Source: an optimization exercise on an open RTL-to-GDS flow (aim: small area, a short achievable clock period and few clock cycles per item). Production flows keep margins and buffers that such runs may drop. Where RTL was checked, it was by simulation tests only, not by an equivalence proof against the original. Power and IR drop assume default switching activity.

==> v1 <==
==> flow/design.v (excerpt) <==
module MyDesign(
    input logic reset_n,
    input logic clk,
    input logic dut_valid,
    output logic dut_ready,
    output logic dut__tb__sram_input_write_enable,
    output logic [16-1 : 0] dut__tb__sram_input_write_address,
    output logic [32-1 : 0] dut__tb__sram_input_write_data,
    output logic [16-1 : 0] dut__tb__sram_input_read_address,
    input logic [32-1 : 0] tb__dut__sram_input_read_data,
    output logic dut__tb__sram_weight_write_enable,
    output logic [16-1 : 0] dut__tb__sram_weight_write_address,
    output logic [32-1 : 0] dut__tb__sram_weight_write_data,
    output logic [16-1 : 0] dut__tb__sram_weight_read_address,
    input logic [32-1 : 0] tb__dut__sram_weight_read_data,
    output logic dut__tb__sram_result_write_enable,
    output logic [16-1 : 0] dut__tb__sram_result_write_address,
    output logic [32-1 : 0] dut__tb__sram_result_write_data,
    output logic [16-1 : 0] dut__tb__sram_result_read_address,
    input logic [32-1 : 0] tb__dut__sram_result_read_data,
    output logic dut__tb__sram_scratchpad_write_enable,
    output logic [16-1 : 0] dut__tb__sram_scratchpad_write_address,
    output logic [32-1 : 0] dut__tb__sram_scratchpad_write_data,
    output logic [16-1 : 0] dut__tb__sram_scratchpad_read_address,
    input logic [32-1 : 0] tb__dut__sram_scratchpad_read_data
);
==> flow/config.mk <==
export PLATFORM = sky130hd
export DESIGN_NAME = MyDesign
export DESIGN_NICKNAME = MyDesign
export VERILOG_FILES = /design/flow/design.v
export SDC_FILE = /design/flow/constraint.sdc
export NUM_CORES = 4
export LEC_CHECK = 0
export CAP_MARGIN = 20
export CORE_MARGIN = 2
export CORE_UTILIZATION = 40
export SLEW_MARGIN = 20
==> flow/constraint.sdc <==
create_clock -name core_clock -period 11.0 [get_ports {clk}]
set_input_delay 2.2000 -clock core_clock [delete_from_list [all_inputs] [get_ports {clk}]]
set_output_delay 2.2000 -clock core_clock [all_outputs]
set_load 0.01 [all_outputs]
run.sh (not shown) runs the stock make flow with config.mk's settings and CLKGATE_MAP_FILE= SYNTH_SCRIPT=/design/flow/synth_recipe.tcl, a recipe that flattens the netlist after the stock synthesis.
==> v31: changes against v1 <==
--- a/flow/design.v
+++ b/flow/design.v
@@ -161,67 +161,68 @@
     t2_last   <= t1_last;   t3_last   <= t2_last;
     t2_rowend <= t1_rowend; t3_rowend <= t2_rowend;
     t2_spk    <= t1_spk;    t3_spk    <= t2_spk;
     t2_spv    <= t1_spv;    t3_spv    <= t2_spv;
     t2_fin    <= t1_fin;    t3_fin    <= t2_fin;
   end
-  logic [31:0] op_a;
-  logic [15:0] bt_one, bt_two, bt_neg;
-  wire  [31:0] in_b = t1_src ? tb__dut__sram_scratchpad_read_data : tb__dut__sram_weight_read_data;
-  always_ff @(posedge clk) begin
-    op_a <= t1_src ? tb__dut__sram_result_read_data : tb__dut__sram_input_read_data;
-    for (int i = 0; i < 16; i++) begin
-      logic [2:0] bits;
-      bits      = {in_b[2*i+1], in_b[2*i], (i == 0) ? 1'b0 : in_b[2*i-1]};
-      bt_one[i] <= bits[1] ^ bits[0];
-      bt_two[i] <= (bits == 3'b100) || (bits == 3'b011);
-      bt_neg[i] <= bits[2];
-    end
+  logic [31:0] op_a, op_b;
+  always_ff @(posedge clk) begin
+    op_a <= t1_src ? tb__dut__sram_result_read_data     : tb__dut__sram_input_read_data;
+    op_b <= t1_src ? tb__dut__sram_scratchpad_read_data : tb__dut__sram_weight_read_data;
   end
   logic [31:0] pp [0:16];
+  logic [15:0] neg;
   always_comb begin
+    logic [2:0]  bits;
+    logic        one, two;
     logic [31:0] m;
     for (int i = 0; i < 16; i++) begin
-      m      = ({32{bt_one[i]}} & op_a) | ({32{bt_two[i]}} & {op_a[30:0], 1'b0});
-      if (bt_neg[i]) m = ~m;
+      bits   = {op_b[2*i+1], op_b[2*i], (i == 0) ? 1'b0 : op_b[2*i-1]};
+      one    = bits[1] ^ bits[0];
+      two    = (bits == 3'b100) || (bits == 3'b011);
+      neg[i] = bits[2];
+      m      = ({32{one}} & op_a) | ({32{two}} & {op_a[30:0], 1'b0});
+      if (bits[2]) m = ~m;
       pp[i]  = m << (2*i);
-      if (i > 0) pp[i][2*i-2] = bt_neg[i-1];
-    end
-    pp[16] = {1'b0, bt_neg[15], 30'b0};
+      if (i > 0) pp[i][2*i-2] = neg[i-1];
+    end
+    pp[16] = {1'b0, neg[15], 30'b0};
   end
   function automatic logic [63:0] csa(input logic [31:0] x, input logic [31:0] y, input logic [31:0] z);
     logic [31:0] s, cy;
     s  = x ^ y ^ z;
     cy = (x & y) | (x & z) | (y & z);
     csa = {cy[30:0], 1'b0, s};
   endfunction
   logic [31:0] l1 [0:11];
   logic [31:0] l2 [0:7];
   logic [31:0] l3 [0:5];
   logic [31:0] l4 [0:3];
+  logic [31:0] l5 [0:2];
   always_comb begin
     logic [63:0] t;
     for (int i = 0; i < 5; i++) begin t = csa(pp[3*i], pp[3*i+1], pp[3*i+2]); l1[2*i] = t[31:0]; l1[2*i+1] = t[63:32]; end
     l1[10] = pp[15];
     l1[11] = pp[16];
     for (int i = 0; i < 4; i++) begin t = csa(l1[3*i], l1[3*i+1], l1[3*i+2]); l2[2*i] = t[31:0]; l2[2*i+1] = t[63:32]; end
     for (int i = 0; i < 2; i++) begin t = csa(l2[3*i], l2[3*i+1], l2[3*i+2]); l3[2*i] = t[31:0]; l3[2*i+1] = t[63:32]; end
     l3[4] = l2[6];
     l3[5] = l2[7];
     for (int i = 0; i < 2; i++) begin t = csa(l3[3*i], l3[3*i+1], l3[3*i+2]); l4[2*i] = t[31:0]; l4[2*i+1] = t[63:32]; end
-  end
-  logic [31:0] p0, p1, p2, p3;
-  always_ff @(posedge clk) begin
-    p0 <= l4[0];
-    p1 <= l4[1];
-    p2 <= l4[2];
-    p3 <= l4[3];
+    begin t = csa(l4[0], l4[1], l4[2]); l5[0] = t[31:0]; l5[1] = t[63:32]; end
+    l5[2] = l4[3];
+  end
+  logic [31:0] p0, p1, p2;
+  always_ff @(posedge clk) begin
+    p0 <= l5[0];
+    p1 <= l5[1];
+    p2 <= l5[2];
   end
   logic [31:0] acc;
   always_ff @(posedge clk)
-    acc <= (t3_first ? 32'd0 : acc) + p0 + p1 + p2 + p3;
+    acc <= (t3_first ? 32'd0 : acc) + p0 + p1 + p2;
   always_ff @(posedge clk) begin
     if (!reset_n) begin
       res_we  <= 1'b0;
       sp_we   <= 1'b0;
       w_final <= 1'b0;
     end else begin
==> v2: changes against v1 <==
==> flow/flow/run.sh (new file) <==
#!/bin/bash
bash standard.sh SETUP_SLACK_MARGIN=7.5 ABC_CLOCK_PERIOD_IN_PS=3500 finish > standard.log 2>&1
==> flow/standard.sh (new file) <==
#!/bin/bash
# synth_recipe.tcl (not shown) runs the flow's synth.tcl, then flattens the netlist and writes it again
# the make line also repeats each setting of config.mk as NAME=value (left out here)
make -C /OpenROAD-flow-scripts/flow DESIGN_CONFIG=/design/flow/config.mk WORK_HOME=/design/flow/orfs CLKGATE_MAP_FILE= SYNTH_SCRIPT=/design/flow/synth_recipe.tcl "${@:-finish}"
removed: flow/run.sh
==> comparison <==
Power: v31 < v1 < v2.
Count of clock-buffer cells in the layout: v1 > v31 > v2.
Core utilization: v31 < v1 < v2.
In v1 the sequential power is higher than in v31, by 13%.
Cell area, lowest first: v31, v1, v2.
Routed wire length: v31 is larger than v2 (about 1.6%).
Clock skew: v2 > v31 > v1.
Of v31 and v1, v1 has the higher synthesized cell count (gap 0.43%, measured against v1).
Between v1 and v31, the lower die area is in v31 (gap about 1.7%, measured against v31).
Testbench counts of v1, summed over its fixed seeds: cycles 307,764, items 48.
Testbench counts of v31, summed over its fixed seeds: cycles 307,764, items 48.
Testbench counts of v2, summed over its fixed seeds: cycles 307,764, items 48.

========
==> inputs of branch quartz <==
MyDesign, a different RTL version from the one above (not shown whole).
## MyDesign
module MyDesign(
    input logic reset_n,
    input logic clk,
    input logic dut_valid,
    output logic dut_ready,
    output logic dut__tb__sram_input_write_enable,
    output logic [16-1 : 0] dut__tb__sram_input_write_address,
    output logic [32-1 : 0] dut__tb__sram_input_write_data,
    output logic [16-1 : 0] dut__tb__sram_input_read_address,
    input logic [32-1 : 0] tb__dut__sram_input_read_data,
    output logic dut__tb__sram_weight_write_enable,
    output logic [16-1 : 0] dut__tb__sram_weight_write_address,
    output logic [32-1 : 0] dut__tb__sram_weight_write_data,
    output logic [16-1 : 0] dut__tb__sram_weight_read_address,
    input logic [32-1 : 0] tb__dut__sram_weight_read_data,
    output logic dut__tb__sram_result_write_enable,
    output logic [16-1 : 0] dut__tb__sram_result_write_address,
    output logic [32-1 : 0] dut__tb__sram_result_write_data,
    output logic [16-1 : 0] dut__tb__sram_result_read_address,
    input logic [32-1 : 0] tb__dut__sram_result_read_data,
    output logic dut__tb__sram_scratchpad_write_enable,
    output logic [16-1 : 0] dut__tb__sram_scratchpad_write_address,
    output logic [32-1 : 0] dut__tb__sram_scratchpad_write_data,
    output logic [16-1 : 0] dut__tb__sram_scratchpad_read_address,
    input logic [32-1 : 0] tb__dut__sram_scratchpad_read_data
);
clock: 11.0 ns
lec_check: 0
abc_clock_period_in_ps: 2800
cap_margin: 20
core_margin: 2
core_utilization: 40
cts_cluster_diameter: 100
cts_cluster_size: 20
slew_margin: 20
standard.sh (not shown) runs the stock make flow with config.mk's settings and CLKGATE_MAP_FILE= SYNTH_SCRIPT=/design/flow/synth_recipe.tcl, a recipe that flattens the netlist after the stock synthesis.
==> flow/flow/run.sh <==
#!/bin/bash
set -euo pipefail
bash standard.sh SETUP_SLACK_MARGIN=7.5 "BUFFER_PORTS_ARGS=-buffer_cell sky130_fd_sc_hd__buf_1" finish > standard.log 2>&1
==> branch nickel: changes against branch quartz <==
==> flow/flow/run.sh (replaced) <==
#!/bin/bash
set -euo pipefail
bash standard.sh SETUP_SLACK_MARGIN=7.5 "BUFFER_PORTS_ARGS=-buffer_cell sky130_fd_sc_hd__buf_1" \
  "CTS_ARGS=-sink_clustering_enable -repair_clock_nets -sink_clustering_size 20 -sink_clustering_max_diameter 100 -dont_use_dummy_load" \
  finish > standard.log 2>&1
Settings changed: ABC_CLOCK_PERIOD_IN_PS 2800 to 3500.
==> branch garnet: changes against branch quartz <==
--- a/flow/design.v
+++ b/flow/design.v
@@ -63,34 +63,34 @@
         issuing <= 1'b1;
       else if (issuing && end_ph && ph == 3'd4)
         issuing <= 1'b0;
       if (w_final)
         ready_r <= 1'b1;
     end
   end
   always_ff @(posedge clk) begin
-    if (ready_r || st_wait) begin
+    if (ready_r) begin
       a_addr <= '0;
       b_addr <= '0;
     end else if (st_dims) begin
       nm1    <= tb__dut__sram_input_read_data[19:16] - 4'd1;
       dm1    <= tb__dut__sram_input_read_data[4:0] - 5'd1;
       em1    <= tb__dut__sram_weight_read_data[4:0] - 5'd1;
       kmax   <= tb__dut__sram_input_read_data[4:0] - 5'd1;
       cmax   <= tb__dut__sram_weight_read_data[4:0] - 5'd1;
       ph     <= 3'd0;
       k      <= '0;
       c      <= '0;
       r      <= '0;
       a_addr <= 11'd1;
       a_row  <= 11'd1;
       b_addr <= 12'd1;
       b_base <= 12'd1;
-    end else begin
+    end else if (issuing) begin
       if (!end_k) begin
         k      <= k + 5'd1;
         a_addr <= a_inc;
         b_addr <= b_inc;
       end else begin
         k <= '0;
         if (!end_c) begin
           c      <= c + 5'd1;
Settings changed: ABC_CLOCK_PERIOD_IN_PS 2800 to 3500, CORE_UTILIZATION 40 to 65, CTS_CLUSTER_DIAMETER 100 to not set, CTS_CLUSTER_SIZE 20 to not set.
==> summary.txt <==
| item | branch garnet | branch quartz | branch nickel |
|---|---|---|---|
| Result of the run | timing/DRC/antenna clean | timing/DRC/antenna clean | timing/DRC/antenna clean |
| Longest individual stage delay on the worst path | 0.46 ns | 0.44 ns | 0.44 ns |
| CP startpoint | a_addr[0] | a_addr[3] | a_addr[3] |
| Post-Synthesis Cell Area | 29500 um2 | 29300 um2 | 29300 um2 |
| Fraction of synthesized area in multiplexers | 3.41% | 3.39% | 3.39% |
| Routed metal-1 wire length | 30500 um | 31600 um | 31700 um |
| VDD IR max | 0.000205 V | 0.000139 V | 0.000132 V |
| Minimum setup slack after placement | 6.91 ns | 7.15 ns | 7.15 ns |
| Well tap count | 600 | 959 | 959 |
| Die width | 217 um | 275 um | 275 um |
| Switching Share | 38.1% | 39.9% | 39.7% |
| Post-layout net count | 3477 | 3420 | 3420 |
| Met3 GRT Util | 5.70% | 2.14% | 2.11% |
| Post-detailed-placement half-perimeter wirelength | 52000 um | 51600 um | 51600 um |
| Total length of routed wires | 72300 um | 70000 um | 70000 um |
| Detail-routed net length per standard cell | 20.0 um | 18.0 um | 18.1 um |
Testbench counts of branch garnet, summed over its fixed seeds: cycles 307,812, items 48.
The RTL of branch quartz and branch nickel was laid out without a check of its function.

========
==> cedar <==
MyDesign, a different RTL version from the one above (not shown whole).
==> flow/config.mk <==
export PLATFORM = sky130hd
export DESIGN_NAME = MyDesign
export DESIGN_NICKNAME = MyDesign
export VERILOG_FILES = /design/flow/design.v
export SDC_FILE = /design/flow/constraint.sdc
export NUM_CORES = 4
export LEC_CHECK = 0
export ABC_CLOCK_PERIOD_IN_PS = 3500
export CAP_MARGIN = 20
export CORE_MARGIN = 2
export CORE_UTILIZATION = 40
export CTS_CLUSTER_DIAMETER = 100
export CTS_CLUSTER_SIZE = 20
export SLEW_MARGIN = 20
==> flow/constraint.sdc <==
create_clock -name core_clock -period 11.0 [get_ports {clk}]
set_input_delay 2.2000 -clock core_clock [delete_from_list [all_inputs] [get_ports {clk}]]
set_output_delay 2.2000 -clock core_clock [all_outputs]
set_load 0.01 [all_outputs]
==> flow/flow/run.sh <==
#!/bin/bash
set -euo pipefail
bash standard.sh SETUP_SLACK_MARGIN=7.5 "BUFFER_PORTS_ARGS=-buffer_cell sky130_fd_sc_hd__buf_1" finish > standard.log 2>&1
==> pepper: changes against cedar <==
--- a/flow/design.v
+++ b/flow/design.v
@@ -38,19 +38,16 @@
   logic [4:0]  kmax, cmax;
   logic [4:0]  dm1, em1;
   logic [3:0]  nm1;
   logic [10:0] a_addr, a_row;
   logic [11:0] b_addr, b_base;
-  logic [10:0] a_out;         
-  logic [11:0] b_out;         
   wire end_k  = (k == kmax);
   wire end_c  = (c == cmax);
   wire end_r  = (r == nm1);
   wire end_ph = end_k & end_c & end_r;
   wire [10:0] a_inc = a_addr + 11'd1;
   wire [11:0] b_inc = b_addr + 12'd1;
-  wire [10:0] z_base = a_inc + {a_inc[9:0], 1'b0};
   always_ff @(posedge clk) begin
     if (!reset_n) begin
       ready_r <= 1'b1;
       st_wait <= 1'b0;
       st_dims <= 1'b0;
@@ -72,15 +69,11 @@
   end
   always_ff @(posedge clk) begin
     if (ready_r || st_wait) begin
       a_addr <= '0;
       b_addr <= '0;
-      a_out  <= '0;
-      b_out  <= '0;
     end else if (st_dims) begin
-      a_out  <= 11'd1;
-      b_out  <= 12'd1;
       nm1    <= tb__dut__sram_input_read_data[19:16] - 4'd1;
       dm1    <= tb__dut__sram_input_read_data[4:0] - 5'd1;
       em1    <= tb__dut__sram_weight_read_data[4:0] - 5'd1;
       kmax   <= tb__dut__sram_input_read_data[4:0] - 5'd1;
       cmax   <= tb__dut__sram_weight_read_data[4:0] - 5'd1;
@@ -95,58 +88,46 @@
     end else begin
       if (!end_k) begin
         k      <= k + 5'd1;
         a_addr <= a_inc;
         b_addr <= b_inc;
-        a_out  <= a_out + 11'd1;
-        b_out  <= b_out + 12'd1;
       end else begin
         k <= '0;
         if (!end_c) begin
           c      <= c + 5'd1;
           a_addr <= a_row;
           b_addr <= b_inc;
-          a_out  <= a_row;
-          b_out  <= b_out + 12'd1;
         end else begin
           c <= '0;
           if (!end_r) begin
             r      <= r + 4'd1;
             a_addr <= a_inc;
             a_row  <= a_inc;
             b_addr <= b_base;
-            a_out  <= a_out + 11'd1;
-            b_out  <= b_base;
           end else begin
             r  <= '0;
             ph <= ph + 3'd1;
             case (ph)
               3'd0, 3'd1: begin             
                 a_addr <= 11'd1;
                 a_row  <= 11'd1;
                 b_addr <= b_inc;
                 b_base <= b_inc;
-                a_out  <= 11'd1;
-                b_out  <= b_out + 12'd1;
               end
               3'd2: begin                   
                 a_addr <= '0;
                 a_row  <= '0;
                 b_addr <= '0;
                 b_base <= '0;
-                a_out  <= '0;
-                b_out  <= '0;
                 kmax   <= em1;
                 cmax   <= {1'b0, nm1};
               end
               default: begin                
-                a_addr <= z_base;
-                a_row  <= z_base;
+                a_addr <= a_inc + {a_inc[9:0], 1'b0};
+                a_row  <= a_inc + {a_inc[9:0], 1'b0};
                 b_addr <= b_inc;
                 b_base <= b_inc;
-                a_out  <= z_base;
-                b_out  <= b_out + 12'd1;
                 kmax   <= {1'b0, nm1};
                 cmax   <= em1;
               end
             endcase
           end
@@ -269,14 +250,14 @@
   assign dut__tb__sram_input_write_address  = '0;
   assign dut__tb__sram_input_write_data     = '0;
   assign dut__tb__sram_weight_write_enable  = 1'b0;
   assign dut__tb__sram_weight_write_address = '0;
   assign dut__tb__sram_weight_write_data    = '0;
-  assign dut__tb__sram_input_read_address      = {5'd0, a_out};
-  assign dut__tb__sram_result_read_address     = {5'd0, a_out};
-  assign dut__tb__sram_weight_read_address     = {4'd0, b_out};
-  assign dut__tb__sram_scratchpad_read_address = {4'd0, b_out};
+  assign dut__tb__sram_input_read_address      = {5'd0, a_addr};
+  assign dut__tb__sram_result_read_address     = {5'd0, a_addr};
+  assign dut__tb__sram_weight_read_address     = {4'd0, b_addr};
+  assign dut__tb__sram_scratchpad_read_address = {4'd0, b_addr};
   assign dut__tb__sram_result_write_enable      = res_we;
   assign dut__tb__sram_result_write_address     = {4'd0, res_wa};
   assign dut__tb__sram_result_write_data        = wdata;
   assign dut__tb__sram_scratchpad_write_enable  = sp_we;
   assign dut__tb__sram_scratchpad_write_address = {6'd0, sp_wa};
Settings changed: CTS_CLUSTER_DIAMETER 100 to 60, CTS_CLUSTER_SIZE 20 to 40.
==> harbor: changes against cedar <==
--- a/flow/design.v
+++ b/flow/design.v
@@ -38,19 +38,16 @@
   logic [4:0]  kmax, cmax;
   logic [4:0]  dm1, em1;
   logic [3:0]  nm1;
   logic [10:0] a_addr, a_row;
   logic [11:0] b_addr, b_base;
-  logic [10:0] a_out;         
-  logic [11:0] b_out;         
   wire end_k  = (k == kmax);
   wire end_c  = (c == cmax);
   wire end_r  = (r == nm1);
   wire end_ph = end_k & end_c & end_r;
   wire [10:0] a_inc = a_addr + 11'd1;
   wire [11:0] b_inc = b_addr + 12'd1;
-  wire [10:0] z_base = a_inc + {a_inc[9:0], 1'b0};
   always_ff @(posedge clk) begin
     if (!reset_n) begin
       ready_r <= 1'b1;
       st_wait <= 1'b0;
       st_dims <= 1'b0;
@@ -72,15 +69,11 @@
   end
   always_ff @(posedge clk) begin
     if (ready_r || st_wait) begin
       a_addr <= '0;
       b_addr <= '0;
-      a_out  <= '0;
-      b_out  <= '0;
     end else if (st_dims) begin
-      a_out  <= 11'd1;
-      b_out  <= 12'd1;
       nm1    <= tb__dut__sram_input_read_data[19:16] - 4'd1;
       dm1    <= tb__dut__sram_input_read_data[4:0] - 5'd1;
       em1    <= tb__dut__sram_weight_read_data[4:0] - 5'd1;
       kmax   <= tb__dut__sram_input_read_data[4:0] - 5'd1;
       cmax   <= tb__dut__sram_weight_read_data[4:0] - 5'd1;
@@ -95,58 +88,46 @@
     end else begin
       if (!end_k) begin
         k      <= k + 5'd1;
         a_addr <= a_inc;
         b_addr <= b_inc;
-        a_out  <= a_out + 11'd1;
-        b_out  <= b_out + 12'd1;
       end else begin
         k <= '0;
         if (!end_c) begin
           c      <= c + 5'd1;
           a_addr <= a_row;
           b_addr <= b_inc;
-          a_out  <= a_row;
-          b_out  <= b_out + 12'd1;
         end else begin
           c <= '0;
           if (!end_r) begin
             r      <= r + 4'd1;
             a_addr <= a_inc;
             a_row  <= a_inc;
             b_addr <= b_base;
-            a_out  <= a_out + 11'd1;
-            b_out  <= b_base;
           end else begin
             r  <= '0;
             ph <= ph + 3'd1;
             case (ph)
               3'd0, 3'd1: begin             
                 a_addr <= 11'd1;
                 a_row  <= 11'd1;
                 b_addr <= b_inc;
                 b_base <= b_inc;
-                a_out  <= 11'd1;
-                b_out  <= b_out + 12'd1;
               end
               3'd2: begin                   
                 a_addr <= '0;
                 a_row  <= '0;
                 b_addr <= '0;
                 b_base <= '0;
-                a_out  <= '0;
-                b_out  <= '0;
                 kmax   <= em1;
                 cmax   <= {1'b0, nm1};
               end
               default: begin                
-                a_addr <= z_base;
-                a_row  <= z_base;
+                a_addr <= a_inc + {a_inc[9:0], 1'b0};
+                a_row  <= a_inc + {a_inc[9:0], 1'b0};
                 b_addr <= b_inc;
                 b_base <= b_inc;
-                a_out  <= z_base;
-                b_out  <= b_out + 12'd1;
                 kmax   <= {1'b0, nm1};
                 cmax   <= em1;
               end
             endcase
           end
@@ -269,14 +250,14 @@
   assign dut__tb__sram_input_write_address  = '0;
   assign dut__tb__sram_input_write_data     = '0;
   assign dut__tb__sram_weight_write_enable  = 1'b0;
   assign dut__tb__sram_weight_write_address = '0;
   assign dut__tb__sram_weight_write_data    = '0;
-  assign dut__tb__sram_input_read_address      = {5'd0, a_out};
-  assign dut__tb__sram_result_read_address     = {5'd0, a_out};
-  assign dut__tb__sram_weight_read_address     = {4'd0, b_out};
-  assign dut__tb__sram_scratchpad_read_address = {4'd0, b_out};
+  assign dut__tb__sram_input_read_address      = {5'd0, a_addr};
+  assign dut__tb__sram_result_read_address     = {5'd0, a_addr};
+  assign dut__tb__sram_weight_read_address     = {4'd0, b_addr};
+  assign dut__tb__sram_scratchpad_read_address = {4'd0, b_addr};
   assign dut__tb__sram_result_write_enable      = res_we;
   assign dut__tb__sram_result_write_address     = {4'd0, res_wa};
   assign dut__tb__sram_result_write_data        = wdata;
   assign dut__tb__sram_scratchpad_write_enable  = sp_we;
   assign dut__tb__sram_scratchpad_write_address = {6'd0, sp_wa};
==> flow/flow/run.sh (replaced) <==
#!/bin/bash
set -euo pipefail
bash standard.sh SETUP_SLACK_MARGIN=7.5 "BUFFER_PORTS_ARGS=-buffer_cell sky130_fd_sc_hd__buf_1" \
  "CTS_ARGS=-sink_clustering_enable -repair_clock_nets -sink_clustering_size 20 -sink_clustering_max_diameter 100 -dont_use_dummy_load" \
  finish > standard.log 2>&1
==> comparison table <==
                                                                         harbor                   pepper                    cedar
Status                                                   complete, no violations  complete, no violations  complete, no violations
Clock-net power                                                           985 µW                  1520 µW                  1120 µW
Number of distinct library cells after synthesis                              75                       75                       70
Global routing met2 resource utilization                                   0.298                    0.295                    0.309
Tightest Pin Transition                                                  1.13 ns                  1.09 ns                  1.04 ns
Routed len/inst                                                          17.4 µm                  17.2 µm                  17.3 µm
# H-tree levels                                                                1                        2                        1
Clock Buffer Count                                                            28                       39                       41
Global Route Usage Sum                                                     0.183                    0.184                    0.186
Pwr Density                                                           245 mW/mm²               255 mW/mm²               242 mW/mm²
Switching part of the total power                                          0.396                    0.399                    0.392
Reg-to-reg critical path endpoint                        b_base[9]$_SDFFCE_PP0P_  b_base[1]$_SDFFCE_PP0P_      a_out[9]$_SDFF_PP0_
Area of all placed cells without fillers                              0.0316 mm²               0.0324 mm²               0.0329 mm²
Sequential cell area fraction in the yosys report                          0.319                    0.319                    0.324
Adder-Cell Fraction of Synth Area                                          0.162                    0.162                    0.158
Combinational share of power                                               0.558                    0.522                    0.543
Global-route wire length before repair                                 114000 µm                114000 µm                117000 µm
Clock transition at the registers of the reported paths                  0.08 ns                  0.10 ns                  0.09 ns
Clock Latency Late Sink                                                  0.59 ns                  0.60 ns                  0.62 ns
Power Internal                                                           4680 µW                  4980 µW                  4830 µW
No functional check of the RTL was part of any run of this note.

port drivers added, routing unchanged:
How much do the figures lean on ideal ports? The routed layouts below were timed once more, with nothing changed but the port constraints. Step 1 sets driving cells, clkbuf_16 on the clock port and buf_2 on the other inputs (assumed; they add their load-dependent delay and slew). Step 2, shift: input delay + t, output delay - t, t = (earliest + latest rising clock arrival at the registers) / 2. This alone moves slack from input paths to output paths. Slacks: ideal / step 1 / step 2; pairs: ideal / step 1.
| run | t, ns | slack for setup (ns) | worst register clock-pin slew, ns |
|---|---|---|---|
| v1 | 0.641 | 6.851 / 6.851 / 6.851 | 0.06 / 0.06 |
| v31 | 0.639 | 4.330 / 4.330 / 4.330 | 0.07 / 0.07 |
| v2 | 0.635 | 7.243 / 7.243 / 7.094 | 0.06 / 0.06 |
| branch quartz | 0.683 | 7.558 / 7.492 / 7.461 | 0.10 / 0.10 |
| branch nickel | 0.656 | 7.561 / 7.497 / 7.482 | 0.10 / 0.10 |
| branch garnet | 0.659 | 7.531 / 7.470 / 7.380 | 0.07 / 0.07 |
| cedar | 0.667 | 7.561 / 7.494 / 7.424 | 0.09 / 0.09 |
| pepper | 0.639 | 7.535 / 7.469 / 7.492 | 0.10 / 0.10 |
| harbor | 0.631 | 7.555 / 7.490 / 7.480 | 0.09 / 0.09 |
After both steps every run listed still meets setup and hold. The setup slack of branch garnet, which loses most, moves by -0.061 ns with the drivers and by -0.151 ns with both steps.
